What follows belongs to an exercise in optimizing a design on an open flow for small area and a short achievable clock period; a production flow would make more cautious choices. Only simulation tests tie the RTL to the original design; equivalence was not proved. Power is estimated from default activity; no workload was simulated.

## flow/design.v (module list and top-level ports; edited modules follow where they fit)
// module fa: 4 lines
// module han: 4 lines
// module hap: 4 lines
// module ginv: 1 lines
// module gnand2: 1 lines
// module gnor2: 1 lines
// module gand2: 1 lines
// module gor2: 1 lines
// module gxor2: 1 lines
// module gxnor2: 1 lines
// module gaoi21: 1 lines
// module goai21: 1 lines
// module circuit: 2281 lines
module circuit (
  output [47:0] p,
  input  [17:0] a, b, d,
  input  [47:0] c,
  input  clk, rstn);
  // ...
==> flow/flow/run.sh <==
#!/bin/bash
# Standard layout, with the port buffers made of buf_2 cells instead of the default delay buffer.
set -euo pipefail
export BUFFER_PORTS_ARGS="-buffer_cell sky130_fd_sc_hd__buf_2"
bash standard.sh > standard.log 2>&1
==> flow/standard.sh <==
#!/bin/bash
# synth_recipe.tcl (not shown) runs the flow's synth.tcl, then flattens the netlist and writes it again
# the make line also repeats each setting of config.mk as NAME=value (left out here)
make -C /OpenROAD-flow-scripts/flow DESIGN_CONFIG=/design/flow/config.mk WORK_HOME=/design/flow/orfs CLKGATE_MAP_FILE= SYNTH_SCRIPT=/design/flow/synth_recipe.tcl "${@:-finish}"
==> flow/config.mk <==
export PLATFORM = sky130hd
export DESIGN_NAME = circuit
export DESIGN_NICKNAME = circuit
export VERILOG_FILES = /design/flow/design.v
export SDC_FILE = /design/flow/constraint.sdc
export NUM_CORES = 4
export LEC_CHECK = 0
export CAP_MARGIN = 20
export CORE_MARGIN = 2
export CORE_UTILIZATION = 65
export CTS_CLUSTER_DIAMETER = 80
export CTS_CLUSTER_SIZE = 25
export SETUP_SLACK_MARGIN = 4.6
export SLEW_MARGIN = 20
export SYNTH_HIERARCHICAL = 1
==> flow/constraint.sdc <==
create_clock -name core_clock -period 7.0 [get_ports {clk}]
set_input_delay 1.4000 -clock core_clock [delete_from_list [all_inputs] [get_ports {clk}]]
set_output_delay 1.4000 -clock core_clock [all_outputs]
set_load 0.01 [all_outputs]
==> impl_metrics.toml, run 1 <==
[power]
power_frac_seq_pct = 36.2
clock_power_share_pct = 12.2
power.leakage_nw = 8.19
switchingPower_mw = 3.94

[timing]
min_period_ns = 2.36

[detailed_routing]
top_layer_used = "met4"
route.detailed.wl_per_inst_um = 19.0
drtIter0Drc = 842
wl_met2_um = 18500
wl_met3_um = 3440
postRouteAntennaNets = 0

[cells_and_area]
multi_input_cells = 1126
postLayoutCellArea_um2 = 20100
syn2layout_area_growth_pct = 9.06
largest_cell_class = "multi-input gates"
buf_share_pct = 4.15
nets = 2167
sh_seq_area_pct = 36.6
final_cell_mix = "419 x nand2_1, 310 x dfxtp_1, 308 x fa_1"

[floorplan]
start_util_pct = 66.1
coreArea_um2 = 27900

[setup_path]
reg2reg_depth = 8
crit_slowest_cell = "dfxtp_2"
crit_path_cell_trace = "buf_2"
cp-endpoint = "p[24]"
cp.arrival_ns = 0.96
cp_max_fo = 1
r2r_end = "lo_r_11$_DFF_P_"
cp_slowest_stage_delay_ns = 0.33

[global_route]
use_met3_pct = 5.40
grt-ovfl-total = 0

[yosys]
synth_cell_types = 19
synth_compound_area_share_pct = 4.67
synth_simple_gate_area_share_pct = 12.4

[outcome]
status = "finished clean"

[worst_hold_path]
min_to = "t_r_36_0$_DFF_P_"
hp-class = "register to register"

[clocking]
cts_tree = "yes"
clock_latency_ns = 0.52
post_cts_resize_count = 55
cts_root_buf = "clkbuf_16"

[placed_design]
pre_cts_ws_ns = 4.19
hpwl_um = 28900
==> inputs of run 2 (changes only) <==
--- a/flow/design.v
+++ b/flow/design.v
@@ -1317,16 +1317,17 @@
   wire n1815;
   wire n1817;
   wire n1819;
   wire n1821;
   wire n1823;
   wire n1825;
   wire n1827;
   wire n1829;
+  wire n1831;
   genvar gi, gj;
   generate for (gi = 0; gi < 18; gi = gi + 1) begin : g_pp
     for (gj = 0; gj < 19; gj = gj + 1) begin : g_ppj
       assign pn[gi*19+gj] = ~(s_r[gj] & a_r[gi]);
     end
   end endgenerate
   gnand2 u2 (.a(d[0]), .b(b[0]), .y(n1));
   gnand2 u4 (.a(d[1]), .b(b[1]), .y(n3));
@@ -2028,65 +2029,66 @@
   ginv u1722 (.a(n1693), .y(n1721));
   gaoi21 u1724 (.a(u_r_30), .b(n1721), .c(g_r_30), .y(n1723));
   ginv u1726 (.a(n1695), .y(n1725));
   gaoi21 u1728 (.a(u_r_32), .b(n1725), .c(g_r_32), .y(n1727));
   ginv u1730 (.a(n1699), .y(n1729));
   gaoi21 u1732 (.a(u_r_34), .b(n1729), .c(g_r_34), .y(n1731));
   ginv u1734 (.a(n1703), .y(n1733));
   gaoi21 u1736 (.a(u_r_36), .b(n1733), .c(g_r_36), .y(n1735));
-  gxnor2 u1738 (.a(u_r_12), .b(ck_r), .y(n1737));
-  gxor2 u1740 (.a(u_r_13), .b(n1529), .y(n1739));
-  gxor2 u1742 (.a(u_r_14), .b(n1533), .y(n1741));
-  gxor2 u1744 (.a(u_r_15), .b(n1705), .y(n1743));
-  gxnor2 u1746 (.a(u_r_16), .b(n1581), .y(n1745));
-  gxor2 u1748 (.a(u_r_17), .b(n1707), .y(n1747));
-  gxor2 u1750 (.a(u_r_18), .b(n1627), .y(n1749));
-  gxor2 u1752 (.a(u_r_19), .b(n1709), .y(n1751));
-  gxor2 u1754 (.a(u_r_20), .b(n1629), .y(n1753));
-  gxor2 u1756 (.a(u_r_21), .b(n1711), .y(n1755));
-  gxnor2 u1758 (.a(u_r_22), .b(n1665), .y(n1757));
-  gxor2 u1760 (.a(u_r_23), .b(n1713), .y(n1759));
-  gxnor2 u1762 (.a(u_r_24), .b(n1669), .y(n1761));
-  gxor2 u1764 (.a(u_r_25), .b(n1715), .y(n1763));
-  gxnor2 u1766 (.a(u_r_26), .b(n1671), .y(n1765));
-  gxor2 u1768 (.a(u_r_27), .b(n1717), .y(n1767));
-  gxnor2 u1770 (.a(u_r_28), .b(n1673), .y(n1769));
-  gxor2 u1772 (.a(u_r_29), .b(n1719), .y(n1771));
-  gxor2 u1774 (.a(u_r_30), .b(n1693), .y(n1773));
-  gxor2 u1776 (.a(u_r_31), .b(n1723), .y(n1775));
-  gxor2 u1778 (.a(u_r_32), .b(n1695), .y(n1777));
-  gxor2 u1780 (.a(u_r_33), .b(n1727), .y(n1779));
-  gxor2 u1782 (.a(u_r_34), .b(n1699), .y(n1781));
-  gxor2 u1784 (.a(u_r_35), .b(n1731), .y(n1783));
-  gxor2 u1786 (.a(u_r_36), .b(n1703), .y(n1785));
-  gnand2 u1788 (.a(ch_r2[1]), .b(ch_r2[0]), .y(n1787));
-  gnand2 u1790 (.a(ch_r2[3]), .b(ch_r2[2]), .y(n1789));
-  gnand2 u1792 (.a(ch_r2[5]), .b(ch_r2[4]), .y(n1791));
-  gnand2 u1794 (.a(ch_r2[7]), .b(ch_r2[6]), .y(n1793));
-  gnand2 u1796 (.a(ch_r2[9]), .b(ch_r2[8]), .y(n1795));
-  ginv u1798 (.a(n1787), .y(n1797));
-  gnand2 u1800 (.a(ch_r2[2]), .b(n1797), .y(n1799));
-  gnor2 u1802 (.a(n1789), .b(n1787), .y(n1801));
-  ginv u1804 (.a(n1791), .y(n1803));
-  gnand2 u1806 (.a(ch_r2[6]), .b(n1803), .y(n1805));
-  gnor2 u1808 (.a(n1793), .b(n1791), .y(n1807));
-  ginv u1810 (.a(n1795), .y(n1809));
-  gnand2 u1812 (.a(ch_r2[10]), .b(n1809), .y(n1811));
-  gnand2 u1814 (.a(ch_r2[4]), .b(n1801), .y(n1813));
-  gnand2 u1816 (.a(n1803), .b(n1801), .y(n1815));
-  ginv u1818 (.a(n1805), .y(n1817));
-  gnand2 u1820 (.a(n1817), .b(n1801), .y(n1819));
-  gnand2 u1822 (.a(n1807), .b(n1801), .y(n1821));
-  ginv u1824 (.a(n1821), .y(n1823));
-  gnand2 u1826 (.a(ch_r2[8]), .b(n1823), .y(n1825));
-  gnor2 u1828 (.a(n1795), .b(n1821), .y(n1827));
-  gnor2 u1830 (.a(n1811), .b(n1821), .y(n1829));
-  assign lo = {n1735, n1785, n1783, n1781, n1779, n1777, n1775, n1773, n1771, n1769, n1767, n1765, n1763, n1761, n1759, n1757, n1755, n1753, n1751, n1749, n1747, n1745, n1743, n1741, n1739, n1737, lo_r_11, lo_r_10, lo_r_9, lo_r_8, lo_r_7, lo_r_6, lo_r_5, lo_r_4, lo_r_3, lo_r_2, lo_r_1, lo_r_0};
-  assign ch_inc = {(ch_r2[10] ^ (lo[37] & n1827)), (ch_r2[9] ^ (lo[37] & ~n1825)), (ch_r2[8] ^ (lo[37] & ~n1821)), (ch_r2[7] ^ (lo[37] & ~n1819)), (ch_r2[6] ^ (lo[37] & ~n1815)), (ch_r2[5] ^ (lo[37] & ~n1813)), (ch_r2[4] ^ (lo[37] & n1801)), (ch_r2[3] ^ (lo[37] & ~n1799)), (ch_r2[2] ^ (lo[37] & ~n1787)), (ch_r2[1] ^ (lo[37] & ch_r2[0])), (ch_r2[0] ^ lo[37])};
+  gxor2 u1738 (.a(u_r_12), .b(ck_r), .y(n1737));
+  gxnor2 u1740 (.a(u_r_13), .b(n1529), .y(n1739));
+  gxnor2 u1742 (.a(u_r_14), .b(n1533), .y(n1741));
+  gxnor2 u1744 (.a(u_r_15), .b(n1705), .y(n1743));
+  gxor2 u1746 (.a(u_r_16), .b(n1581), .y(n1745));
+  gxnor2 u1748 (.a(u_r_17), .b(n1707), .y(n1747));
+  gxnor2 u1750 (.a(u_r_18), .b(n1627), .y(n1749));
+  gxnor2 u1752 (.a(u_r_19), .b(n1709), .y(n1751));
+  gxnor2 u1754 (.a(u_r_20), .b(n1629), .y(n1753));
+  gxnor2 u1756 (.a(u_r_21), .b(n1711), .y(n1755));
+  gxor2 u1758 (.a(u_r_22), .b(n1665), .y(n1757));
+  gxnor2 u1760 (.a(u_r_23), .b(n1713), .y(n1759));
+  gxor2 u1762 (.a(u_r_24), .b(n1669), .y(n1761));
+  gxnor2 u1764 (.a(u_r_25), .b(n1715), .y(n1763));
+  gxor2 u1766 (.a(u_r_26), .b(n1671), .y(n1765));
+  gxnor2 u1768 (.a(u_r_27), .b(n1717), .y(n1767));
+  gxor2 u1770 (.a(u_r_28), .b(n1673), .y(n1769));
+  gxnor2 u1772 (.a(u_r_29), .b(n1719), .y(n1771));
+  gxnor2 u1774 (.a(u_r_30), .b(n1693), .y(n1773));
+  gxnor2 u1776 (.a(u_r_31), .b(n1723), .y(n1775));
+  gxnor2 u1778 (.a(u_r_32), .b(n1695), .y(n1777));
+  gxnor2 u1780 (.a(u_r_33), .b(n1727), .y(n1779));
+  gxnor2 u1782 (.a(u_r_34), .b(n1699), .y(n1781));
+  gxnor2 u1784 (.a(u_r_35), .b(n1731), .y(n1783));
+  gxnor2 u1786 (.a(u_r_36), .b(n1703), .y(n1785));
+  ginv u1788 (.a(n1735), .y(n1787));
+  gnand2 u1790 (.a(ch_r2[1]), .b(ch_r2[0]), .y(n1789));
+  gnand2 u1792 (.a(ch_r2[3]), .b(ch_r2[2]), .y(n1791));
+  gnand2 u1794 (.a(ch_r2[5]), .b(ch_r2[4]), .y(n1793));
+  gnand2 u1796 (.a(ch_r2[7]), .b(ch_r2[6]), .y(n1795));
+  gnand2 u1798 (.a(ch_r2[9]), .b(ch_r2[8]), .y(n1797));
+  ginv u1800 (.a(n1789), .y(n1799));
+  gnand2 u1802 (.a(ch_r2[2]), .b(n1799), .y(n1801));
+  gnor2 u1804 (.a(n1791), .b(n1789), .y(n1803));
+  ginv u1806 (.a(n1793), .y(n1805));
+  gnand2 u1808 (.a(ch_r2[6]), .b(n1805), .y(n1807));
+  gnor2 u1810 (.a(n1795), .b(n1793), .y(n1809));
+  ginv u1812 (.a(n1797), .y(n1811));
+  gnand2 u1814 (.a(ch_r2[10]), .b(n1811), .y(n1813));
+  gnand2 u1816 (.a(ch_r2[4]), .b(n1803), .y(n1815));
+  gnand2 u1818 (.a(n1805), .b(n1803), .y(n1817));
+  ginv u1820 (.a(n1807), .y(n1819));
+  gnand2 u1822 (.a(n1819), .b(n1803), .y(n1821));
+  gnand2 u1824 (.a(n1809), .b(n1803), .y(n1823));
+  ginv u1826 (.a(n1823), .y(n1825));
+  gnand2 u1828 (.a(ch_r2[8]), .b(n1825), .y(n1827));
+  gnor2 u1830 (.a(n1797), .b(n1823), .y(n1829));
+  gnor2 u1832 (.a(n1813), .b(n1823), .y(n1831));
+  assign lo = {~n1787, ~n1785, ~n1783, ~n1781, ~n1779, ~n1777, ~n1775, ~n1773, ~n1771, ~n1769, ~n1767, ~n1765, ~n1763, ~n1761, ~n1759, ~n1757, ~n1755, ~n1753, ~n1751, ~n1749, ~n1747, ~n1745, ~n1743, ~n1741, ~n1739, ~n1737, lo_r_11, lo_r_10, lo_r_9, lo_r_8, lo_r_7, lo_r_6, lo_r_5, lo_r_4, lo_r_3, lo_r_2, lo_r_1, lo_r_0};
+  assign ch_inc = {(ch_r2[10] ^ (lo[37] & n1829)), (ch_r2[9] ^ (lo[37] & ~n1827)), (ch_r2[8] ^ (lo[37] & ~n1823)), (ch_r2[7] ^ (lo[37] & ~n1821)), (ch_r2[6] ^ (lo[37] & ~n1817)), (ch_r2[5] ^ (lo[37] & ~n1815)), (ch_r2[4] ^ (lo[37] & n1803)), (ch_r2[3] ^ (lo[37] & ~n1801)), (ch_r2[2] ^ (lo[37] & ~n1789)), (ch_r2[1] ^ (lo[37] & ch_r2[0])), (ch_r2[0] ^ lo[37])};
   assign p_nx = {ch_inc, lo[36:0]};
   always @(posedge clk) begin
     s_r <= s_in;
     a_r <= a;
     cn_r <= ~c[36:0];
     ch_r <= c[47:37];
     v0 <= rstn;
     v1 <= v0 & rstn;
--- a/flow/config.mk
+++ b/flow/config.mk
@@ -5,11 +5,12 @@
 export SDC_FILE = /design/flow/constraint.sdc
 export NUM_CORES = 4
 export LEC_CHECK = 0
 export CAP_MARGIN = 20
 export CORE_MARGIN = 2
 export CORE_UTILIZATION = 65
 export CTS_CLUSTER_DIAMETER = 80
 export CTS_CLUSTER_SIZE = 25
+export PLACE_DENSITY = 0.75
 export SETUP_SLACK_MARGIN = 4.6
 export SLEW_MARGIN = 20
 export SYNTH_HIERARCHICAL = 1
==> run 2 against run 1 <==
Still clean on timing, DRC and antenna; worst hold slack improved by 0.0035 ns; utilization up 1.0 points; clock-buffer cell count is 1 lower; global-route usage rose by 1.1 points; first-iteration DRC count rose by 5.8%; combinational power grew 4.9%; die area decreased by 0.68%; critical path type unchanged; critical endpoint is now p[43].
==> impl_metrics.toml, run 2 <==
[timing]
fin_skew_ns = 0.0127
setup_violations = 0
fin_tns_setup_ns = 0
fmax_mhz = 421
setup_ws_ns = 4.62
finalCritPeriodShare_pct = 34.0
slew_violations = 0
hold_viol_final = 0
maxSlewHeadroom_pct = 47.6
worst_pin_slew_ns = 0.784
min_period_ns = 2.38
rsz0062_at_grt = "true"

[worst_hold_path]
hp-class = "register to register"

[cells_and_area]
postLayoutCoreUtil_pct = 73.2
syn2layout_area_growth_pct = 11.1
postLayoutCellArea_um2 = 20300
reg_top3 = "p_r (48), cn_r (37), s_r (19)"
final_cell_mix = "417 x nand2_1, 308 x fa_1, 303 x dfxtp_1"
largest_register_ffs = 48
antennaDiodeCount = 0
drive_gt1_share_pct = 19.9
final_common_cell = "nand2_1"
nets = 2184
top_register = "p_r"

[yosys]
synth_nets = 2073
synth_top_area_share_pct = 39.4
async_flop_share_pct = 0
yosysSeqAreaShare_pct = 39.4
synth_area_leaders = "dfxtp_1 39%, fa_1 34%, nand2_1 8.6%, a21oi_2 3.1%, xnor2_1 2.3%"
synth.most_common_cell = "nand2_1"
syn_area_per_cell_um2 = 11.2
synth_edf_count = 0
synth_area_leader_cell = "dfxtp_1"
synth_cell_types = 22
yosys_warnings = 7
ys.flop_type = "dfxtp_1"
syn_inst = 1635
yosys-top-cells-count = "419 x nand2_1, 360 x dfxtp_1, 308 x fa_1"
synth_seq_cells = 360
synth_area_um2 = 18300

[floorplan]
start_util_pct = 65.8
chipWidth_um = 172
coreArea_um2 = 27800
design.die.area_um2 = 29500
io_pins = 152
core.rowCount = 61
die_h_um = 172

[detailed_routing]
drt-total-wl_um = 41700
drt_first_pass_iters = 6
route.detailed.wl_per_inst_um = 19.6
via_count = 11800
via_per_inst = 5.53
drtIter0Drc = 891
drc_errors = 0
postRouteAntennaNets = 0

[placed_design]
gp_congestion = 0.867
hpwl_um = 29300
pre_cts_ws_ns = 4.17
portBuffers = 151
placed_cell_area_um2 = 19200

[global_route]
grt_antenna_before_repair = 1
grt_pass1_wl_um = 65500
grt-ovfl-total = 0
grt_pass1_vias = 12700
track_usage_pct = 29.3
grt_max_degree = 36

[setup_path]
crit_slowest_cell = "dfxtp_1"
start_kind = "register"
required_ns = 5.60
crit_buf_inv = 1
cp-end-kind = "primary output"
crit_path_cell_trace = "buf_6"
crit_type = "register to primary output"
cp_max_fo = 1
cp.arrival_ns = 0.98
cp_top_family = "flip-flops"
cp_slowest_stage_delay_ns = 0.35

[power]
finalPower_mw = 9.80
power.leakage_nw = 8.12
powerDensity_nw_per_um2 = 482
ir_drop_uv = 260

[clocking]
cts_sinks = 360
cts_buffers = 18
cts_root_buf = "clkbuf_16"
clock_latency_ns = 0.53
clockBufferDepth = 3
ctsHoldBuffers = 0
cts_tree = "yes"
clk_pin_slew_worst_paths_ns = 0.09
cts_max_level = 1

[flow_run]
cap_violations = 0

[outcome]
status = "finished clean"
==> run 2: power by group <==
| group | switching [mW] | leakage (nW) | internal [mW] |
|---|---|---|---|
| sequential | 0.625 | 3.03 | 2.84 |
| combinational | 2.80 | 4.82 | 2.36 |
| clock | 0.633 | 0.264 | 0.556 |
==> run 2: routing by layer <==
metal | GRT usage, % | vias to the layer above | wire (um)
met5 | 0 | - | 0
met4 | 10.4 | 0 | 1540
li1 | - | 5192 | -
met2 | 48.1 | 700 | 19600
met3 | 7.69 | 147 | 4390
met1 | 38.1 | 5713 | 16200
==> run 2: repair_timing <==
action / 4_1_cts / 5_1_grt
gates resized for setup: 84 / 61
endpoints found under the setup margin: 124 / 87
pin swaps: 10 / 7
buffers inserted: 16 / 2
gates cloned: 2 / 0
endpoints found under the hold margin: 0 / 0
==> run 2: worst paths after layout <==
path,start,to,slack [ns],depth (start not counted)
max reg2reg,a_r[16]$_DFF_P_,t_r_24_3$_DFF_P_,4.66,4
max,p_r[43]$_SDFF_PN0_,p[43],4.62,1
min reg2reg,ch_r[1]$_DFF_P_,ch_r1[1]$_DFF_P_,0.33,0
min,ch_r[1]$_DFF_P_,ch_r1[1]$_DFF_P_,0.33,0
==> run 2: per-module statistics from Yosys (local to each module, per instance) <==
module	cells	area (um^2)	flip-flops and latches
circuit	896	9380	360
fa	1	20.0	0
gaoi21	1	8.76	0
ginv	1	3.75	0
gnand2	1	3.75	0
gnor2	1	3.75	0
goai21	1	5.00	0
gor2	1	6.26	0
gxnor2	1	8.76	0
gxor2	1	8.76	0
hap	1	12.5	0
==> run 2: stage by stage <==
step,hold slack (ns),instances
floorplan,0.310,1635
global route,0.341,2127
global placement,0.312,2084
finish,0.333,2127
detailed placement,0.315,2084
CTS,0.337,2125
==> run 2: cells by family after synthesis <==
kind of cell / after synthesis / share of synthesized area (%)
DFF: 360 / 39.4
buffers and inverters: 150 / 3.37
AOI/OAI and AO/OA: 138 / 5.09
and+or+nand+nor: 555 / 12.0
xor gates and xnor gates: 98 / 4.69
adders and majority gates: 334 / 35.5
==> run 2: cell type report <==
type	instances	area, um^2
Clock buffer	19	464
Clock inverter	4	83.8
Fill cell	1934	7460
Inverter	70	265
Multi-Input combinational cell	1125	10600
Sequential cell	360	7370
Tap cell	378	473
Timing Repair Buffer	169	1030
Timing Repair inverter	2	15.0
==> inputs of run 3 (changes only) <==
--- a/flow/config.mk
+++ b/flow/config.mk
@@ -12,4 +12,3 @@
 export CTS_CLUSTER_SIZE = 25
-export PLACE_DENSITY = 0.75
-export SETUP_SLACK_MARGIN = 4.6
+export SETUP_SLACK_MARGIN = 4.55
 export SLEW_MARGIN = 20
==> run 3 against run 2 <==
Still clean; wire length decreased by 5.5%; register-to-register slack got worse by 0.03 ns; cell area fell by 1.8%; non-clock buffer count fell by 11; critical path depth is the same; die area unchanged; critical endpoint is now p[28]; highest routed layer unchanged.
==> impl_metrics.toml, run 3 <==
[outcome]
status = "finished clean"

[clocking]
cts_max_level = 1
cts_tree = "yes"
cts_sinks = 360
ctsHoldBuffers = 0
clk_pin_slew_worst_paths_ns = 0.10
clockBufferDepth = 3
cts_buffers = 18
clock_latency_ns = 0.54
cts_root_buf = "clkbuf_16"

[worst_hold_path]
min_from = "ch_r1[7]$_DFF_P_"
hp-class = "register to register"
hold_depth = 0

[timing]
finalCritPeriodShare_pct = 34.6
fin_skew_ns = 0.0359
slew_violations = 0
fmax_mhz = 413
hold_viol_final = 0
min_period_ns = 2.42
fin_tns_setup_ns = 0
maxSlewHeadroom_pct = 50.0
worst_pin_slew_ns = 0.748
rsz0062_at_grt = "true"
setup_violations = 0

[cells_and_area]
syn2layout_area_growth_pct = 9.08
nets = 2171
antennaDiodeCount = 0
top_register = "p_r"
largest_register_ffs = 48
final_common_cell = "nand2_1"
final_cell_mix = "418 x nand2_1, 321 x dfxtp_1, 308 x fa_1"
postLayoutCoreUtil_pct = 71.8
reg_top3 = "p_r (48), cn_r (37), s_r (19)"
drive_gt1_share_pct = 17.2
nFillCells = 2109

[global_route]
use_met2_pct = 45.2
use_met1_pct = 39.6
grt_antenna_before_repair = 0
use_met3_pct = 4.97
grt_max_degree = 36
grt_pass1_wl_um = 63700
grt-ovfl-total = 0
track_usage_pct = 28.3
gr-max-usage-layer = "met2"
grt_pass1_vias = 12200

[setup_path]
crit_buf_inv = 1
startpoint = "p_r[28]$_SDFF_PN0_"
cp_slowest_stage_delay_ns = 0.35
crit_slowest_cell = "dfxtp_1"
cp-end-kind = "primary output"
cp_max_fo = 1
cp_num_cells = 1
crit_path_cell_trace = "buf_2"
crit_type = "register to primary output"
cp_top_family = "flip-flops"
start_kind = "register"
cp.arrival_ns = 1.02
reg2reg_depth = 4
reg2reg_slack_ns = 4.63
r2r_start = "a_r[17]$_DFF_P_"
required_ns = 5.60

[placed_design]
portBuffers = 151
gp_congestion = 0.872
hpwl_um = 28500

[power]
power.leakage_nw = 8.04
ir_drop_uv = 240
powerDensity_nw_per_um2 = 472

[detailed_routing]
via_count = 11500
drtIter0Drc = 944
via_per_inst = 5.45
drt_first_pass_iters = 6
drc_errors = 0
postRouteAntennaNets = 0
route.detailed.wl_per_inst_um = 18.6
drt-total-wl_um = 39400

[yosys]
async_flop_share_pct = 0
syn_area_per_cell_um2 = 11.2
synth_seq_cells = 360
synth_edf_count = 0
synth_top_area_share_pct = 39.4
syn_inst = 1635
yosysSeqAreaShare_pct = 39.4
yosys-top-cells-count = "419 x nand2_1, 360 x dfxtp_1, 308 x fa_1"
yosys_warnings = 7
synth_area_leaders = "dfxtp_1 39%, fa_1 34%, nand2_1 8.6%, a21oi_2 3.1%, xnor2_1 2.3%"
synth.most_common_cell = "nand2_1"
synth_area_um2 = 18300
synth_area_leader_cell = "dfxtp_1"
ys.flop_type = "dfxtp_1"
synth_nets = 2073
synth_cell_types = 22

[floorplan]
design.die.area_um2 = 29500
start_util_pct = 65.8
coreArea_um2 = 27800
chipWidth_um = 172
io_pins = 152
core.rowCount = 61
die_h_um = 172

[flow_run]
cap_violations = 0
==> run 3: final timing paths <==
check / end
min: ch_r2[7]$_DFF_P_
max: p[28]
min reg2reg: ch_r2[7]$_DFF_P_
max reg2reg: t_r_20_5$_DFF_P_
==> run 3: metal layers <==
metal | share of wire (%) | vias up
met3 | 9.0 | 122
li1 | - | 5175
met5 | 0 | -
met4 | 3.8 | 0
met2 | 46 | 577
met1 | 41 | 5652
==> run 3: kinds of logic (layout without fill, tap and decap cells) <==
| logic type | count (synthesis) | count (layout) | share of synthesized area (%) |
|---|---|---|---|
| compound gates | 138 | 138 | 5.09 |
| buf+inv | 150 | 252 | 3.37 |
| simple gates | 555 | 555 | 12.0 |
| fa+ha+maj | 334 | 334 | 35.5 |
| xor+xnor | 98 | 98 | 4.69 |
| flops | 360 | 360 | 39.4 |
==> run 3: stage by stage <==
step	power, mW	area (um^2)	setup WS, ns	instances	hold slack [ns]
after CTS	9.45	19800	4.55	2110	0.333
after floorplan	6.75	18300	4.54	1635	0.310
after detailed placement	8.22	19200	4.18	2084	0.312
final	9.41	20000	4.58	2115	0.333
after global placement	8.00	19200	4.16	2084	0.310
after global routing	10.4	20000	4.50	2115	0.339
==> run 3: final cells by class <==
class	count	area, um^2	share of cell area (%)
clock buffers	22	507	2.54
clock inverters	2	38.8	0.194
inverters	70	265	1.33
multi-input cells	1125	10500	52.7
flip-flops and latches	360	7350	36.8
well taps	378	473	2.37
repair buffers	158	808	4.05
==> run 3: repair_timing <==
item	CTS	global route
pin swaps	2	6
endpoints found under the setup margin	114	39
hold endpoints to repair	0	0
gates resized for setup	53	31
buffers inserted	2	5
==> run 3: per-module statistics from Yosys, one instance, submodules excluded <==
| module | cells inside | flops+latches | times used | cell area, um^2 |
|---|---|---|---|---|
| gxnor2 | 1 | 0 | 46 | 8.76 |
| hap | 1 | 0 | 25 | 12.5 |
| fa | 1 | 0 | 308 | 20.0 |
| gnand2 | 1 | 0 | 73 | 3.75 |
| gaoi21 | 1 | 0 | 64 | 8.76 |
| gnor2 | 1 | 0 | 67 | 3.75 |
| gxor2 | 1 | 0 | 49 | 8.76 |
| circuit | 896 | 360 | 1 | 9380 |
| gor2 | 1 | 0 | 15 | 6.26 |
| ginv | 1 | 0 | 32 | 3.75 |
| goai21 | 1 | 0 | 60 | 5.00 |
==> run 3: power breakdown <==
part           total, mW  internal, mW  switching, mW
sequential          3.45          2.84          0.614
combinational       4.78          2.19           2.59
clock               1.18         0.552          0.633
total               9.41          5.58           3.83
==> inputs of run 4 (changes only) <==
--- a/flow/config.mk
+++ b/flow/config.mk
@@ -12,3 +12,3 @@
 export CTS_CLUSTER_SIZE = 25
-export SETUP_SLACK_MARGIN = 4.55
+export SETUP_SLACK_MARGIN = 4.65
 export SLEW_MARGIN = 20
==> run 4 against run 3 <==
Still clean; utilization up 1.6 points; die area unchanged; via count is 0.31% higher; total power grew 2.6%; clock-buffer cell count decreased by 2; highest routed layer unchanged; clock skew shrank 0.018 ns; setup slack better by 0.038 ns; combinational power increased by 5.2%; critical endpoint is now p[23].
==> impl_metrics.toml, run 4 <==
[outcome]
status = "finished clean"

[global_route]
grt_pass1_wl_um = 62900
grt_pass1_vias = 12200
grt_max_degree = 36
track_usage_pct = 28.1
grt-ovfl-total = 0
grt_antenna_before_repair = 1

[yosys]
synth.most_common_cell = "nand2_1"
async_flop_share_pct = 0
synth_edf_count = 0
synth_nets = 2073
synth_seq_cells = 360
synth_cell_types = 22
yosys_warnings = 7
yosysSeqAreaShare_pct = 39.4
syn_area_per_cell_um2 = 11.2
synth_area_um2 = 18300
yosys-top-cells-count = "419 x nand2_1, 360 x dfxtp_1, 308 x fa_1"
synth_area_leader_cell = "dfxtp_1"
ys.flop_type = "dfxtp_1"
synth_top_area_share_pct = 39.4
syn_inst = 1635
synth_area_leaders = "dfxtp_1 39%, fa_1 34%, nand2_1 8.6%, a21oi_2 3.1%, xnor2_1 2.3%"

[cells_and_area]
multi_input_area_um2 = 10600
postLayoutCoreUtil_pct = 73.4
top_register = "p_r"
final_common_cell = "nand2_1"
nFillCells = 1970
final_cell_mix = "418 x nand2_1, 307 x fa_1, 291 x dfxtp_1"
final_cells = 2124
reg_top3 = "p_r (48), cn_r (37), s_r (19)"
largest_register_ffs = 48
regArea_um2 = 7390
drive_gt1_share_pct = 20.2
nets = 2180
syn2layout_area_growth_pct = 11.5
antennaDiodeCount = 0

[placed_design]
pre_cts_ws_ns = 4.14
portBuffers = 151
hpwl_um = 29200
gp_congestion = 0.884
placedCellCount = 2085

[timing]
finalCritPeriodShare_pct = 34.0
worst_pin_slew_ns = 0.413
maxSlewHeadroom_pct = 72.5
min_period_ns = 2.38
slew_violations = 0
fin_skew_ns = 0.0183
fmax_mhz = 420
rsz0062_at_grt = "true"
hold_viol_final = 0
fin_tns_setup_ns = 0
setup_violations = 0
setup_ws_ns = 4.62
holdWs_ns = 0.332

[setup_path]
start_kind = "register"
crit_path_cell_trace = "buf_6"
crit_buf_inv = 1
cp.arrival_ns = 0.98
cp-end-kind = "primary output"
r2r_end = "t_r_15_4$_DFF_P_"
cp_top_family = "flip-flops"
startpoint = "p_r[23]$_SDFF_PN0_"
r2r_start = "s_r[7]$_DFF_P_"
reg2reg_slack_ns = 4.67
cp_slowest_stage_delay_ns = 0.34
crit_type = "register to primary output"
cp_max_fo = 1
reg2reg_depth = 4
crit_slowest_cell = "dfxtp_2"
required_ns = 5.60

[detailed_routing]
via_per_inst = 5.44
drc_errors = 0
postRouteAntennaNets = 0
drt-total-wl_um = 40400
via_count = 11600
drtIter0Drc = 791
drt_first_pass_iters = 7
route.detailed.wl_per_inst_um = 19.0

[clocking]
cts_sinks = 360
cts_tree = "yes"
clk_pin_slew_worst_paths_ns = 0.09
cts_max_level = 1
clockBufferDepth = 3
ctsHoldBuffers = 0
cts_root_buf = "clkbuf_16"
cts_buffers = 18
clock_latency_ns = 0.54

[floorplan]
coreArea_um2 = 27800
start_util_pct = 65.8
chipWidth_um = 172
die_h_um = 172
core.rowCount = 61
design.die.area_um2 = 29500
io_pins = 152

[power]
powerDensity_nw_per_um2 = 474
ir_drop_uv = 301
power.leakage_nw = 8.13

[flow_run]
cap_violations = 0

[worst_hold_path]
min_from = "ch_r[6]$_DFF_P_"
hp-class = "register to register"
min_to = "ch_r1[6]$_DFF_P_"
hold_depth = 0
[run 4: cell counts after synthesis]
No cell type changed its count.
[run 4: timing repair]
item,in CTS,in global routing
setup endpoints to repair,165,87
pin swaps,6,6
buffers inserted,5,9
cloned,0,1
resized for setup,106,55
[run 4: layout make-up]
type | instances | area share, %
clock buffers | 20 | 2.25
flip-flops and latches | 360 | 36.2
clock inverters | 4 | 0.411
repair buffers | 166 | 5.39
repair inverters | 1 | 0.0368
multi-input cells | 1125 | 52.1
inverters | 70 | 1.30
well taps | 378 | 2.32
[run 4: how the worst max path moves through the flow]
stage                                   to  slack, ns  cells past startpoint
final                                p[23]       4.62                      1
after global routing                  p[9]       4.58                      1
after CTS                            p[19]       4.60                      1
after detailed placement  t_r_15_4$_DFF_P_       4.14                      4
after global placement    t_r_15_4$_DFF_P_       4.18                      4
after floorplan            s_r[15]$_DFF_P_       4.62                      7
[run 4: stage by stage]
step                instance area (um^2)  power, mW
floorplan                          18400       6.76
global placement                   19200       8.10
detailed placement                 19200       8.34
CTS                                20100       9.61
global route                       20400       10.6
finish                             20400       9.66
[run 4: per-layer routing]
layer	routed length (um)	part of all wire (%)	GRT usage, %	up-vias
met1	16300	40	38.5	5692
met5	0	0	0	-
met4	1360	3.4	8.99	0
met2	19200	47	45.5	560
met3	3560	8.8	5.68	122
li1	-	-	-	5188
[run 4: modules after synthesis, one instance, submodules excluded, a selection]
| module | flops+latches | copies in the design | area (um^2) | cells inside |
|---|---|---|---|---|
| gnand2 | 0 | 73 | 3.75 | 1 |
| ginv | 0 | 32 | 3.75 | 1 |
| goai21 | 0 | 60 | 5.00 | 1 |
| circuit | 360 | 1 | 9380 | 896 |
| gaoi21 | 0 | 64 | 8.76 | 1 |
| gxor2 | 0 | 49 | 8.76 | 1 |
| gxnor2 | 0 | 46 | 8.76 | 1 |
| fa | 0 | 308 | 20.0 | 1 |
| hap | 0 | 25 | 12.5 | 1 |
[run 4: worst register-to-register path, delay by kind of cell, from the launching register on]
family	cells	cell delay (ns)
fa+ha+maj	3	1.50
flops	1	0.54
simple gates	1	0.17
[run 4: power by group]
group	leakage [nW]	internal (mW)	switching, mW	total, mW
registers	3.04	2.84	0.594	3.43
logic	4.83	2.30	2.74	5.03
clock network	0.259	0.549	0.646	1.19
total	8.13	5.68	3.98	9.66
[run 4: cells by family (layout without fill, tap and decap cells)]
group           count (synthesis)  in the layout  share of synthesized area [%]
xor+xnor                       98             98                           4.69
buf+inv                       150            261                           3.37
fa+ha+maj                     334            334                           35.5
compound gates                138            138                           5.09
simple gates                  555            555                           12.0
flops                         360            360                           39.4
==> inputs of run 5 (changes only) <==
--- a/flow/config.mk
+++ b/flow/config.mk
@@ -9,6 +9,6 @@
 export CORE_MARGIN = 2
-export CORE_UTILIZATION = 65
+export CORE_UTILIZATION = 70
 export CTS_CLUSTER_DIAMETER = 80
 export CTS_CLUSTER_SIZE = 25
-export SETUP_SLACK_MARGIN = 4.65
+export SETUP_SLACK_MARGIN = 4.6
 export SLEW_MARGIN = 20
==> run 5 against run 4 <==
Synthesized cell count is the same; clock-buffer cell count stayed put; fmax decreased by 0.54%; wire length down 1.3%; cell count down 2.1%; global-route usage is 1.9 points higher; register-to-register slack hardly changed; die area down 7.0%; first-iteration DRC count grew 35%; largest cell class unchanged.
==> impl_metrics.toml, run 5 <==
[cells_and_area]
antennaDiodeCount = 0
final_common_cell = "nand2_1"
nets = 2179
top_register = "p_r"
largest_register_ffs = 48
postLayoutCoreUtil_pct = 77.9
final_cells = 2079
nFillCells = 1682
final_cell_mix = "417 x nand2_1, 308 x fa_1, 304 x dfxtp_1"
drive_gt1_share_pct = 18.9
syn2layout_area_growth_pct = 9.97
postLayoutCellArea_um2 = 20100
reg_top3 = "p_r (48), cn_r (37), s_r (19)"

[power]
powerDensity_nw_per_um2 = 475
p_int_mw = 5.61
p_comb_share_pct = 52.2
ir_drop_uv = 321
switchingPower_mw = 3.94
finalPower_mw = 9.55
power.leakage_nw = 8.08
clock_power_share_pct = 11.8
p_sw_share_pct = 41.3
power_frac_seq_pct = 36.0

[setup_path]
crit_path_cell_trace = "buf_6"
crit_buf_inv = 1
required_ns = 5.60
cp_slowest_stage_delay_ns = 0.34
reg2reg_slack_ns = 4.66
r2r_start = "a_r[4]$_DFF_P_"
cp_top_family = "flip-flops"
cp.arrival_ns = 0.99
crit_slowest_cell = "dfxtp_2"
cp_num_cells = 1
cp-end-kind = "primary output"
crit_type = "register to primary output"
start_kind = "register"
reg2reg_depth = 4
cp_max_fo = 1
startpoint = "p_r[24]$_SDFF_PN0_"

[global_route]
grt_max_degree = 36
track_usage_pct = 30.0
grt-ovfl-total = 0
grt_pass1_wl_um = 64700
grt_pass1_vias = 12800
grt_antenna_before_repair = 0

[timing]
fin_tns_setup_ns = 0
fmax_mhz = 418
finalCritPeriodShare_pct = 34.2
setup_violations = 0
rsz0062_at_grt = "true"
slew_violations = 0
worst_pin_slew_ns = 0.705
min_period_ns = 2.39
setup_ws_ns = 4.61
holdWs_ns = 0.332
maxSlewHeadroom_pct = 52.9
fin_skew_ns = 0.0351
hold_viol_final = 0

[detailed_routing]
via_count = 11700
drt_first_pass_iters = 5
postRouteAntennaNets = 0
route.detailed.wl_per_inst_um = 19.2
drtIter0Drc = 1066
drt-total-wl_um = 39900
via_per_inst = 5.63
drc_errors = 0

[yosys]
synth_top_area_share_pct = 39.4
ys.flop_type = "dfxtp_1"
synth_area_um2 = 18300
syn_area_per_cell_um2 = 11.2
synth_seq_cells = 360
yosys_warnings = 7
yosys-top-cells-count = "419 x nand2_1, 360 x dfxtp_1, 308 x fa_1"
synth_area_leader_cell = "dfxtp_1"
synth_area_leaders = "dfxtp_1 39%, fa_1 34%, nand2_1 8.6%, a21oi_2 3.1%, xnor2_1 2.3%"
synth_cell_types = 22
synth_nets = 2073
synth_edf_count = 0
yosysSeqAreaShare_pct = 39.4
syn_inst = 1635
async_flop_share_pct = 0
synth.most_common_cell = "nand2_1"

[floorplan]
coreArea_um2 = 25800
chipWidth_um = 166
design.die.area_um2 = 27400
die_h_um = 166
start_util_pct = 70.8
io_pins = 152
core.rowCount = 59

[worst_hold_path]
hp-class = "register to register"
min_from = "ch_r[4]$_DFF_P_"
hold_depth = 0

[placed_design]
placed_cell_area_um2 = 19200
gp_congestion = 0.900
hpwl_um = 29200
pre_cts_ws_ns = 4.16
placedCellCount = 2041
portBuffers = 151

[clocking]
cts_sinks = 360
clockBufferDepth = 3
cts_max_level = 1
cts_root_buf = "clkbuf_16"
clk_pin_slew_worst_paths_ns = 0.09
cts_buffers = 18
cts_tree = "yes"
clock_latency_ns = 0.55

[outcome]
status = "finished clean"

[flow_run]
cap_violations = 0
==> run 5: cell type report <==
class                      count  area [um^2]  area share [%]
tap                          335          419            2.08
clock inverter                 3         33.8           0.168
timing repair buffer         165          998            4.96
clock buffer                  20          468            2.33
inverter                      70          265            1.32
sequential                   360         7370            36.6
multi-input combinational   1125        10600            52.5
timing repair inverter         1         7.51          0.0373
==> run 5: per-module statistics from Yosys (local to each module, per instance) <==
module / cells inside / copies in the design / flops+latches / area (um^2)
goai21: 1 / 60 / 0 / 5.00
gnor2: 1 / 67 / 0 / 3.75
ginv: 1 / 32 / 0 / 3.75
gor2: 1 / 15 / 0 / 6.26
gxor2: 1 / 49 / 0 / 8.76
circuit: 896 / 1 / 360 / 9380
fa: 1 / 308 / 0 / 20.0
hap: 1 / 25 / 0 / 12.5
gaoi21: 1 / 64 / 0 / 8.76
gnand2: 1 / 73 / 0 / 3.75
gxnor2: 1 / 46 / 0 / 8.76
==> run 5: what timing repair did <==
| action | CTS | global route |
|---|---|---|
| hold buffers | 0 | 0 |
| cloned | 0 | 1 |
| pin swaps | 3 | 7 |
| setup buffers | 3 | 11 |
| gates resized for setup | 69 | 54 |
| endpoints found under the setup margin | 125 | 83 |
==> run 5: logic make-up (layout without fill, tap and decap cells) <==
group                      Yosys count  in the layout  synth area share, %
DFF                                360            360                 39.4
xor gates and xnor gates            98             98                 4.69
AOI/OAI and AO/OA                  138            138                 5.09
adders and majority gates          334            334                 35.5
buffers and inverters              150            259                 3.37
and+or+nand+nor                    555            555                 12.0
==> run 5: worst paths after layout <==
kind	end
setup reg to reg	t_r_6_1$_DFF_P_
hold reg to reg	ch_r1[4]$_DFF_P_
setup / recovery	p[24]
hold / removal	ch_r1[4]$_DFF_P_
==> run 5: layer usage <==
metal | global-route usage (%) | vias to the layer above | share of wire (%)
met5 | 0 | - | 0
met4 | 11.4 | 0 | 4.2
met3 | 5.85 | 161 | 9.3
met2 | 49.1 | 659 | 47
met1 | 40.4 | 5681 | 39
li1 | - | 5200 | -
==> run 5: power by group through the flow <==
stage	clock network, mW	registers, mW	logic (mW)
3_5_place_dp	0	3.46	4.82
2_1_floorplan	0	3.17	3.58
4_1_cts	1.16	3.42	4.94
3_3_place_gp	0	3.42	4.57
6_report	1.13	3.44	4.99
5_1_grt	1.22	3.51	5.69
==> inputs of run 6 (changes only) <==
--- a/flow/config.mk
+++ b/flow/config.mk
@@ -9,5 +9,6 @@
 export CORE_MARGIN = 2
-export CORE_UTILIZATION = 70
+export CORE_UTILIZATION = 65
 export CTS_CLUSTER_DIAMETER = 80
 export CTS_CLUSTER_SIZE = 25
+export GPL_TIMING_DRIVEN = 0
 export SETUP_SLACK_MARGIN = 4.6
==> run 6 against run 5 <==
Still clean; cell area rose by 6.9%; non-clock buffer count rose by 124; worst hold slack got worse by 0.0022 ns; sequential share of layout area fell by 3.0 points; first-iteration DRC count fell by 25%; largest power group unchanged.
==> impl_metrics.toml, run 6 <==
[setup_path]
r2r_start = "a_r[14]$_DFF_P_"
reg2reg_depth = 6
cp_slowest_stage_delay_ns = 0.58
cp.arrival_ns = 2.79
cp-end-kind = "register"
startpoint = "a_r[14]$_DFF_P_"
reg2reg_slack_ns = 4.59
crit_top_cell = "fa_1"
cp_max_fo = 10
r2r_end = "t_r_20_5$_DFF_P_"
crit_slowest_cell = "fa_1"
crit_path_cell_trace = "buf_6, buf_8, nand2_1, fa_1, fa_1, fa_1"
required_ns = 7.38
cp-endpoint = "t_r_20_5$_DFF_P_"
start_kind = "register"
crit_type = "register to register"

[global_route]
use_met3_pct = 6.30
grt-ovfl-total = 0
grt_antenna_before_repair = 0
grt_pass1_wl_um = 65100
gr-max-usage-layer = "met2"
use_met2_pct = 47.6
track_usage_pct = 29.3
use_met1_pct = 39.8
grt_max_degree = 26
grt_pass1_vias = 12500

[floorplan]
io_pins = 152
start_util_pct = 65.8
die_h_um = 172
core.rowCount = 61
design.die.area_um2 = 29500
chipWidth_um = 172
coreArea_um2 = 27800

[yosys]
synth_area_leaders = "dfxtp_1 39%, fa_1 34%, nand2_1 8.6%, a21oi_2 3.1%, xnor2_1 2.3%"
synth_area_leader_cell = "dfxtp_1"
synth_edf_count = 0
synth_nets = 2073
synth.most_common_cell = "nand2_1"
syn_inst = 1635
yosys_warnings = 7
async_flop_share_pct = 0
synth_cell_types = 22
syn_area_per_cell_um2 = 11.2
ys.flop_type = "dfxtp_1"
synth_area_um2 = 18300
yosys-top-cells-count = "419 x nand2_1, 360 x dfxtp_1, 308 x fa_1"
yosysSeqAreaShare_pct = 39.4
synth_top_area_share_pct = 39.4
synth_seq_cells = 360

[detailed_routing]
drc_errors = 0
drtIter0Drc = 801
via_per_inst = 5.42
via_count = 12200
postRouteAntennaNets = 0
drt_first_pass_iters = 5
drt-total-wl_um = 42600
route.detailed.wl_per_inst_um = 19.0

[timing]
setup_violations = 0
rsz0062_at_grt = "true"
hold_viol_final = 0
holdWs_ns = 0.330
finalCritPeriodShare_pct = 34.4
slew_violations = 0
worst_pin_slew_ns = 0.480
fmax_mhz = 415
fin_tns_setup_ns = 0
fin_skew_ns = 0.0191
maxSlewHeadroom_pct = 68.0
min_period_ns = 2.41
setup_ws_ns = 4.59

[power]
ir_drop_uv = 299
powerDensity_nw_per_um2 = 455
power.leakage_nw = 8.86
finalPower_mw = 9.80

[clocking]
cts_max_level = 1
cts_buffers = 18
clock_latency_ns = 0.53
cts_sinks = 360
cts_root_buf = "clkbuf_16"
clk_pin_slew_worst_paths_ns = 0.10
ctsHoldBuffers = 0
cts_tree = "yes"
clockBufferDepth = 3

[placed_design]
pre_cts_ws_ns = 3.99
portBuffers = 151
hpwl_um = 31000
gp_congestion = 0.903
placed_cell_area_um2 = 19600
placedCellCount = 2164

[cells_and_area]
antennaDiodeCount = 0
reg_top3 = "p_r (48), cn_r (37), s_r (19)"
postLayoutCoreUtil_pct = 77.4
final_cells = 2243
nFillCells = 1897
drive_gt1_share_pct = 23.0
final_cell_mix = "414 x nand2_1, 332 x dfxtp_1, 297 x fa_1"
postLayoutCellArea_um2 = 21500
syn2layout_area_growth_pct = 17.6
largest_register_ffs = 48
final_common_cell = "nand2_1"
multi_input_area_um2 = 10600
top_register = "p_r"
regArea_um2 = 7240
nets = 2302

[worst_hold_path]
hp-class = "register to register"
hold_depth = 0

[flow_run]
cap_violations = 0

[outcome]
status = "finished clean"
[run 6: layout make-up]
type,count,area share [%]
Timing Repair Buffer,209,6.42
Clock inverter,2,0.0989
Clock buffer,19,2.21
Sequential cell,360,33.7
Tap cell,378,2.20
Buffer,80,4.99
Inverter,70,1.22
Multi-Input combinational cell,1125,49.2
[run 6: Yosys stat by module (local to each module, per instance)]
module | flops+latches | cell area (um^2)
gnand2 | 0 | 3.75
gxor2 | 0 | 8.76
gxnor2 | 0 | 8.76
goai21 | 0 | 5.00
gaoi21 | 0 | 8.76
gor2 | 0 | 6.26
ginv | 0 | 3.75
circuit | 360 | 9380
gnor2 | 0 | 3.75
fa | 0 | 20.0
hap | 0 | 12.5
[run 6: logic make-up after synthesis]
logic type	Yosys count	share of synthesized area, %
buffers and inverters	150	3.37
xor gates and xnor gates	98	4.69
and+or+nand+nor	555	12.0
DFF	360	39.4
adders and majority gates	334	35.5
AOI/OAI and AO/OA	138	5.09
[run 6: routing by layer]
layer / share of wire (%) / wire length [um]
met2: 47 / 20000
met3: 9.0 / 3850
met5: 0 / 0
met1: 40 / 17100
met4: 4.0 / 1700
[run 6: how the worst min path moves through the flow]
stage                 startpoint                 to  slack (ns)
2_1_floorplan    ch_r[0]$_DFF_P_   ch_r1[0]$_DFF_P_        0.31
3_3_place_gp   ch_r1[10]$_DFF_P_  ch_r2[10]$_DFF_P_        0.31
3_5_place_dp     cn_r[0]$_DFF_P_    t_r_0_0$_DFF_P_        0.31
4_1_cts          ch_r[4]$_DFF_P_   ch_r1[4]$_DFF_P_        0.33
5_1_grt          ch_r[4]$_DFF_P_   ch_r1[4]$_DFF_P_        0.34
6_report         ch_r[4]$_DFF_P_   ch_r1[4]$_DFF_P_        0.33
[run 6: power by group]
part	internal, mW	total, mW	switching (mW)
Clock	0.492	1.12	0.626
Combinational	2.50	5.47	2.97
Sequential	2.83	3.21	0.384
Total	5.82	9.80	3.98
[run 6: worst max-delay path, delay by kind of cell (launching register included)]
kind	cells	cell delay (ns)
flops	1	0.35
fa+ha+maj	3	1.51
buf+inv	2	0.32
simple gates	1	0.09
[run 6: repair_timing]
item                                    CTS  global route
cloned                                    0             2
gates resized for setup                 187           103
pin swaps                                 6            30
buffers inserted                         12            44
endpoints found under the setup margin  128            61
==> inputs of run 7 (changes only) <==
--- a/flow/config.mk
+++ b/flow/config.mk
@@ -12,3 +12,2 @@
 export CTS_CLUSTER_SIZE = 25
-export GPL_TIMING_DRIVEN = 0
 export SETUP_SLACK_MARGIN = 4.6
==> run 7 against run 6 <==
Sequential power increased by 7.5%; total power fell by 3.3%; register-to-register slack gained 0.08 ns; non-clock buffer count shrank 128; setup slack improved by 0.040 ns; critical path depth shrank 5; via count is 5.7% lower; utilization decreased by 4.7 points; area after synthesis did not move; first-iteration DRC count is 2.2% lower; largest power group unchanged; highest routed layer unchanged.
==> impl_metrics.toml, run 7 <==
[floorplan]
design.die.area_um2 = 29500
die_h_um = 172
start_util_pct = 65.8
coreArea_um2 = 27800
chipWidth_um = 172
core.rowCount = 61
io_pins = 152

[detailed_routing]
drtIter0Drc = 783
drt_first_pass_iters = 6
drt-total-wl_um = 39700
drc_errors = 0
via_count = 11500
postRouteAntennaNets = 0
route.detailed.wl_per_inst_um = 18.7
via_per_inst = 5.42

[yosys]
synth_nets = 2073
synth_area_leaders = "dfxtp_1 39%, fa_1 34%, nand2_1 8.6%, a21oi_2 3.1%, xnor2_1 2.3%"
syn_inst = 1635
async_flop_share_pct = 0
synth_seq_cells = 360
synth_compound_area_share_pct = 5.09
ys.flop_type = "dfxtp_1"
yosys_warnings = 7
synth_edf_count = 0
synth_area_um2 = 18300
yosys-top-cells-count = "419 x nand2_1, 360 x dfxtp_1, 308 x fa_1"
synth_top_area_share_pct = 39.4
syn_area_per_cell_um2 = 11.2
synth_simple_gate_area_share_pct = 12.0
synth_top_family_by_area = "adder cells"
synth.area.mux_share_pct = 0
yosysSeqAreaShare_pct = 39.4
synth_xor_area_share_pct = 4.69
synth_area_leader_cell = "dfxtp_1"
synth.most_common_cell = "nand2_1"
synth_cell_types = 22
synth_fa_ha_area_share_pct = 35.5

[flow_run]
cap_violations = 0

[setup_path]
crit_slowest_cell = "dfxtp_2"
crit_buf_inv = 1
reg2reg_depth = 4
r2r_start = "s_r[6]$_DFF_P_"
cp_top_family = "flip-flops"
cp_max_fo = 1
r2r_end = "t_r_16_4$_DFF_P_"
reg2reg_slack_ns = 4.67
start_kind = "register"
cp.arrival_ns = 0.97
required_ns = 5.60
cp-end-kind = "primary output"
crit_type = "register to primary output"
crit_path_cell_trace = "buf_6"
cp_slowest_stage_delay_ns = 0.33

[timing]
rsz0062_at_grt = "true"
hold_viol_final = 0
fin_tns_setup_ns = 0
fmax_mhz = 422
min_period_ns = 2.37
maxSlewHeadroom_pct = 69.5
setup_violations = 0
finalCritPeriodShare_pct = 33.8
holdWs_ns = 0.331
fin_skew_ns = 0.0248
slew_violations = 0
worst_pin_slew_ns = 0.455

[power]
p_sw_share_pct = 40.6
ir_drop_uv = 286
clock_power_share_pct = 12.7
power.leakage_nw = 8.09
p_int_mw = 5.62
switchingPower_mw = 3.85
power_frac_seq_pct = 36.4
p_comb_share_pct = 50.9
powerDensity_nw_per_um2 = 469

[cells_and_area]
final_common_cell = "nand2_1"
final_cell_mix = "418 x nand2_1, 308 x fa_1, 293 x dfxtp_1"
syn2layout_area_growth_pct = 10.5
top_register = "p_r"
nFillCells = 2038
antennaDiodeCount = 0
nets = 2174
postLayoutCellArea_um2 = 20200
largest_register_ffs = 48
final_cells = 2116
drive_gt1_share_pct = 19.1
reg_top3 = "p_r (48), cn_r (37), s_r (19)"

[worst_hold_path]
hp-class = "register to register"
min_to = "ch_r2[10]$_DFF_P_"
hold_depth = 0
min_from = "ch_r1[10]$_DFF_P_"

[global_route]
track_usage_pct = 28.2
grt_max_degree = 36
grt_pass1_vias = 12200
grt-ovfl-total = 0
grt_pass1_wl_um = 63500
grt_antenna_before_repair = 0

[clocking]
cts_sinks = 360
clk_pin_slew_worst_paths_ns = 0.09
cts_buffers = 18
cts_root_buf = "clkbuf_16"
clockBufferDepth = 3
clock_latency_ns = 0.53
cts_max_level = 1
cts_tree = "yes"
ctsHoldBuffers = 0

[placed_design]
gp_congestion = 0.871
placed_cell_area_um2 = 19200
portBuffers = 151
placedCellCount = 2085
hpwl_um = 28600

[outcome]
status = "finished clean"
==> run 7: changes by cell type in the layout (fill, tap and decap cells not counted), sizes merged <==
cell,delta
buf,-110
bufinv,+2
clkbuf,-18
clkinv,-2
inv,+1
==> run 7: routing by layer <==
metal / vias up / routed length, um / GRT usage [%]
li1: 5181 / - / -
met1: 5673 / 16700 / 39.5
met2: 518 / 18700 / 45.9
met3: 96 / 3120 / 5.22
met4: 0 / 1140 / 7.89
met5: - / 0 / 0
==> run 7: final cells by class <==
class	count	area (um^2)	share of cell area, %
Tap cell	378	473	2.34
Sequential cell	360	7380	36.5
Multi-Input combinational cell	1125	10500	52.1
Clock inverter	3	68.8	0.341
Timing Repair Buffer	161	1010	4.98
Inverter	70	265	1.31
Clock buffer	19	475	2.35
==> run 7: modules after synthesis (local to each module, per instance), excerpt <==
module	times used	cells	flip-flops and latches	area, um^2
circuit	1	896	360	9380
goai21	60	1	0	5.00
hap	25	1	0	12.5
gor2	15	1	0	6.26
gnand2	73	1	0	3.75
gxnor2	46	1	0	8.76
gxor2	49	1	0	8.76
gnor2	67	1	0	3.75
fa	308	1	0	20.0
gaoi21	64	1	0	8.76
==> run 7: logic make-up (layout without fill, tap and decap cells) <==
logic type	count (synthesis)	after routing
AO/OA/AOI/OAI	138	138
buffers and inverters	150	253
AND/OR/NAND/NOR	555	555
flip-flops	360	360
adder cells (fa/ha/maj)	334	334
XOR/XNOR	98	98
==> run 7: how the worst max path moves through the flow <==
stage / startpoint / to / slack [ns] / cells past startpoint
2_1_floorplan: a_r[10]$_DFF_P_ / t_r_13_3$_DFF_P_ / 4.60 / 6
3_3_place_gp: u_r_12$_DFF_P_ / p_r[42]$_SDFF_PN0_ / 4.21 / 12
3_5_place_dp: u_r_12$_DFF_P_ / p_r[40]$_SDFF_PN0_ / 4.13 / 12
4_1_cts: ck_r$_DFF_P_ / p_r[40]$_SDFF_PN0_ / 4.59 / 12
5_1_grt: u_r_12$_DFF_P_ / p_r[42]$_SDFF_PN0_ / 4.56 / 12
6_report: p_r[5]$_SDFF_PN0_ / p[5] / 4.63 / 1
==> run 7: timing repair <==
action / in CTS / in global routing
pin swaps: 6 / 5
setup endpoints to repair: 121 / 87
cloned: 0 / 0
buffers inserted: 4 / 5
endpoints found under the hold margin: 0 / 0
resized for setup: 77 / 66
==> run 7: power groups by stage <==
stage	sequential, mW	combinational (mW)	clock (mW)
floorplan	3.17	3.58	0
global placement	3.44	4.57	0
detailed placement	3.46	4.75	0
CTS	3.43	4.84	1.23
global route	3.52	5.59	1.30
finish	3.45	4.83	1.20
==> run 7: stage by stage <==
| stage | power [mW] | worst slack [ns] | utilization, % |
|---|---|---|---|
| global placement | 8.00 | 4.21 | 69.2 |
| CTS | 9.50 | 4.59 | 71.8 |
| floorplan | 6.76 | 4.60 | - |
| detailed placement | 8.21 | 4.13 | 69.2 |
| finish | 9.47 | 4.63 | 72.7 |
| global route | 10.4 | 4.56 | 72.7 |

[static timing again, ports no longer ideal]
In the flow no input, the clock included, has a driving cell. The finished layouts below were timed again as built, in two steps. Step 1: set_driving_cell puts a clkbuf_16 on clk and a buf_2 on each other input, an assumption about the parent block. Step 2, shift: input delay + t, output delay - t, t = (earliest + latest rising clock arrival at the registers) / 2. This alone moves slack from input paths to output paths. a / b / c = no drivers / after step 1 / after step 2; a / b = the first two.
run	t (ns)	setup WS [ns]	worst hold slack (ns)	clock arrival spread, ns	worst slew at a driven data input, ns
run 1	0.565	4.637 / 4.584 / 4.168	0.329 / 0.329 / 0.329	0.017 / 0.017	0.05
run 2	0.575	4.622 / 4.569 / 4.281	0.333 / 0.333 / 0.333	0.013 / 0.013	0.05
run 3	0.567	4.581 / 4.531 / 4.222	0.333 / 0.333 / 0.333	0.038 / 0.039	0.04
run 4	0.577	4.619 / 4.569 / 4.261	0.332 / 0.332 / 0.332	0.019 / 0.019	0.05
run 5	0.581	4.606 / 4.556 / 4.263	0.332 / 0.332 / 0.332	0.035 / 0.036	0.04
run 6	0.569	4.593 / 4.580 / 4.264	0.330 / 0.330 / 0.330	0.020 / 0.020	0.04
run 7	0.572	4.633 / 4.578 / 4.252	0.331 / 0.331 / 0.331	0.029 / 0.028	0.04
After both steps every run listed still meets setup and hold. For run 1, which loses most, drivers alone change the setup slack by -0.053 ns; drivers and shift together by -0.469 ns.
